Background: an optimization exercise with open tools, aiming at small area, a short achievable clock period and few clock cycles. Do not read the settings as production practice.
Power is estimated from default activity; no workload was simulated.

==> module SAD, before the edit <==
module SAD(Go, A_Addr, A_Data, B_Addr, B_Data, C_Addr, I_RW, I_En, O_RW, O_En, Done, SAD_Out, Clk, Rst);
   input Go;
   input [7:0] A_Data, B_Data;
   output [14:0] A_Addr, B_Addr;
   output [6:0] C_Addr;
   output I_RW, I_En, O_RW;
   output reg O_En, Done;
   output [31:0] SAD_Out;
   input Clk, Rst;
   reg [7:0]  L;           
   reg [6:0]  H;           
   reg        H7;
   reg [7:0]  x1;
   reg        c1n;
   reg [15:0] Sum;
   reg        f2;          
   reg        l1, l2;      
   wire       busy = (|L) | (|H);
   wire       run = Go | busy;
   wire       lastpix = &L;
   wire       adv = run & lastpix;
   wire       fb = H[6] ^ H[5] ^ (H[5:0] == 6'd0);
   wire [7:0] ag = A_Data & ~B_Data;
   wire [7:0] ap = A_Data | ~B_Data;
   wire [7:0] ah = ~(A_Data ^ B_Data);
   wire n10, n32, q32, n54, q54, n76, q76;      
   wire g20, g30, g64, p64, g74, p74;           
   wire n40, n50, n60, n70;                     
   sad_g  #(4'b0001)   l1a(.gh(ag[1]), .ph(ap[1]), .gl(ag[0]), .g(n10));
   sad_gp #(6'b000011) l1b(.gh(ag[3]), .ph(ap[3]), .gl(ag[2]), .pl(ap[2]), .g(n32), .p(q32));
   sad_gp #(6'b000011) l1c(.gh(ag[5]), .ph(ap[5]), .gl(ag[4]), .pl(ap[4]), .g(n54), .p(q54));
   sad_gp #(6'b000011) l1d(.gh(ag[7]), .ph(ap[7]), .gl(ag[6]), .pl(ap[6]), .g(n76), .p(q76));
   sad_g  #(4'b0010)   l2a(.gh(ag[2]), .ph(ap[2]), .gl(n10), .g(g20));
   sad_g  #(4'b1110)   l2b(.gh(n32), .ph(q32), .gl(n10), .g(g30));
   sad_gp #(6'b001100) l2c(.gh(ag[6]), .ph(ap[6]), .gl(n54), .pl(q54), .g(g64), .p(p64));
   sad_gp #(6'b111100) l2d(.gh(n76), .ph(q76), .gl(n54), .pl(q54), .g(g74), .p(p74));
   sad_g  #(4'b0001)   l3a(.gh(ag[4]), .ph(ap[4]), .gl(g30), .g(n40));
   sad_g  #(4'b1101)   l3b(.gh(n54), .ph(q54), .gl(g30), .g(n50));
   sad_g  #(4'b0001)   l3c(.gh(g64), .ph(p64), .gl(g30), .g(n60));
   sad_g  #(4'b0001)   l3d(.gh(g74), .ph(p74), .gl(g30), .g(n70));
   wire [7:0] s;
   assign s[0] = ah[0];
   sad_x  u_s1(.a(ah[1]), .b(ag[0]), .y(s[1]));
   sad_xn u_s2(.a(ah[2]), .b(n10), .y(s[2]));
   sad_x  u_s3(.a(ah[3]), .b(g20), .y(s[3]));
   sad_x  u_s4(.a(ah[4]), .b(g30), .y(s[4]));
   sad_xn u_s5(.a(ah[5]), .b(n40), .y(s[5]));
   sad_xn u_s6(.a(ah[6]), .b(n50), .y(s[6]));
   sad_xn u_s7(.a(ah[7]), .b(n60), .y(s[7]));
   wire        c1 = ~c1n;
   wire [7:0]  x = x1 ^ {8{c1n}};
   wire [15:0] base = f2 ? 16'd0 : Sum;
   wire [7:0]  bg = base[7:0] & x;
   wire [7:0]  bp = base[7:0] | x;
   wire [7:0]  bh = base[7:0] ^ x;
   wire        bg0;
   sad_g u_b0(.gh(bg[0]), .ph(bp[0]), .gl(c1), .g(bg0));
   wire [7:0]  bc;         
   sad_pfx8 u_pb(.g({bg[7:1], bg0}), .p(bp), .c(bc));
   wire [7:0]  lo = bh ^ {bc[6:0], c1};
   wire [7:0]  hi1 = base[15:8] + 8'd1;
   wire [7:0]  hi;
   genvar hm_i;
   generate
      for (hm_i = 0; hm_i < 8; hm_i = hm_i + 1) begin : him
         sad_mux u_hm(.s(bc[7]), .a(hi1[hm_i]), .b(base[hm_i+8]), .y(hi[hm_i]));
      end
   endgenerate
   assign A_Addr = {H, L};
   assign B_Addr = {H, L};
   assign C_Addr = {H7, H[6:1]};
   assign I_En = 1'b1;
   assign I_RW = 1'b0;
   assign O_RW = 1'b1;
   assign SAD_Out = {16'b0, Sum};
   always @(posedge Clk) begin
      if (Rst) begin
         L <= 8'd0;
         H <= 7'd0;
      end else begin
         L <= L + {7'd0, run};
         if (adv) H <= {H[5:0], fb};
      end
      if (adv) H7 <= H[6];
      l1 <= ~Rst & lastpix;
      x1 <= s;
      c1n <= n70;
      l2 <= ~Rst & l1;
      f2 <= (L == 8'd1);
      Sum <= {hi, lo};
      O_En <= ~Rst & l2;
      Done <= ~Rst & l2 & ~busy;
   end
endmodule
clock: 8.0 ns
lec_check: 0
cap_margin: 20
core_margin: 2
core_utilization: 45
slew_margin: 20
synth_hierarchical: 1
synth_minimum_keep_size: 0
standard.sh (not shown) runs the stock make flow with config.mk's settings and CLKGATE_MAP_FILE= SYNTH_SCRIPT=/design/flow/synth_recipe.tcl, a recipe that flattens the netlist after the stock synthesis.
==> flow/flow/run.sh <==
#!/bin/bash
# Standard layout with three changes: port buffers made of buf_1 cells
# instead of the delay buffers buffer_ports picks by default, adders left to
# ABC, no dummy loads added to the clock tree, and timing repair aimed 5.5 ns below the period.
set -euo pipefail
bash standard.sh \
  "BUFFER_PORTS_ARGS=-buffer_cell sky130_fd_sc_hd__buf_1" \
  ADDER_MAP_FILE= \
  "CTS_ARGS=-sink_clustering_enable -repair_clock_nets -dont_use_dummy_load" \
  SETUP_SLACK_MARGIN=5.5 \
  finish > make_finish.log 2>&1
Change:
--- a/flow/design.v
+++ b/flow/design.v
@@ -57,15 +57,23 @@
    wire        bg0;
    sad_g u_b0(.gh(bg[0]), .ph(bp[0]), .gl(c1), .g(bg0));
    wire [7:0]  bc;         
    sad_pfx8 u_pb(.g({bg[7:1], bg0}), .p(bp), .c(bc));
-   wire [7:0]  lo = bh ^ {bc[6:0], c1};
+   wire [7:0]  lo;
+   sad_x u_lo0(.a(bh[0]), .b(c1), .y(lo[0]));
+   genvar lo_i;
+   generate
+      for (lo_i = 1; lo_i < 8; lo_i = lo_i + 1) begin : lox
+         sad_x u_lo(.a(bh[lo_i]), .b(bc[lo_i-1]), .y(lo[lo_i]));
+      end
+   endgenerate
+   wire [7:0]  hi0 = base[15:8];
    wire [7:0]  hi1 = base[15:8] + 8'd1;
    wire [7:0]  hi;
    genvar hm_i;
    generate
       for (hm_i = 0; hm_i < 8; hm_i = hm_i + 1) begin : him
-         sad_mux u_hm(.s(bc[7]), .a(hi1[hm_i]), .b(base[hm_i+8]), .y(hi[hm_i]));
+         sad_mux u_hm(.s(bc[7]), .a(hi1[hm_i]), .b(hi0[hm_i]), .y(hi[hm_i]));
       end
    endgenerate
    assign A_Addr = {H, L};
    assign B_Addr = {H, L};
=>
- The changed run ran to the end with no violations
- first-iteration DRC count grows by 15%
- total power shrinks by 2.1%
- routed wire length barely changes
- sequential power is about the same
- final cell count shrinks by about 0.9%
- register-to-register slack got worse by 60 ps
No functional check of the RTL was part of any run of this note.

## static timing again, ports no longer ideal
The results above use ideal ports. As a check the final layouts listed here were re-extracted and re-timed, cells and wires unchanged. Step 1 sets driving cells, clkbuf_16 on the clock port and buf_2 on the other inputs (assumed; they add their load-dependent delay and slew). Step 2 times the ports against the registers' clock, not the clock port: input delays grow and output delays shrink by t, the midpoint of the rising clock arrivals with the driver on. Three values: ideal, step 1, step 2; two values: the first two.
run | t (ns) | setup slack, ns | worst setup path after step 2 | slew at the worst register clock pin (ns)
the first run | 0.322 | 5.543 / 5.513 / 5.325 | input to register | 0.09 / 0.09
the second run | 0.313 | 5.546 / 5.518 / 5.339 | input to register | 0.08 / 0.08
After both steps setup and hold are still met in every run listed. For the first run, which loses most, drivers alone change the setup slack by -0.030 ns; drivers and shift together by -0.218 ns.
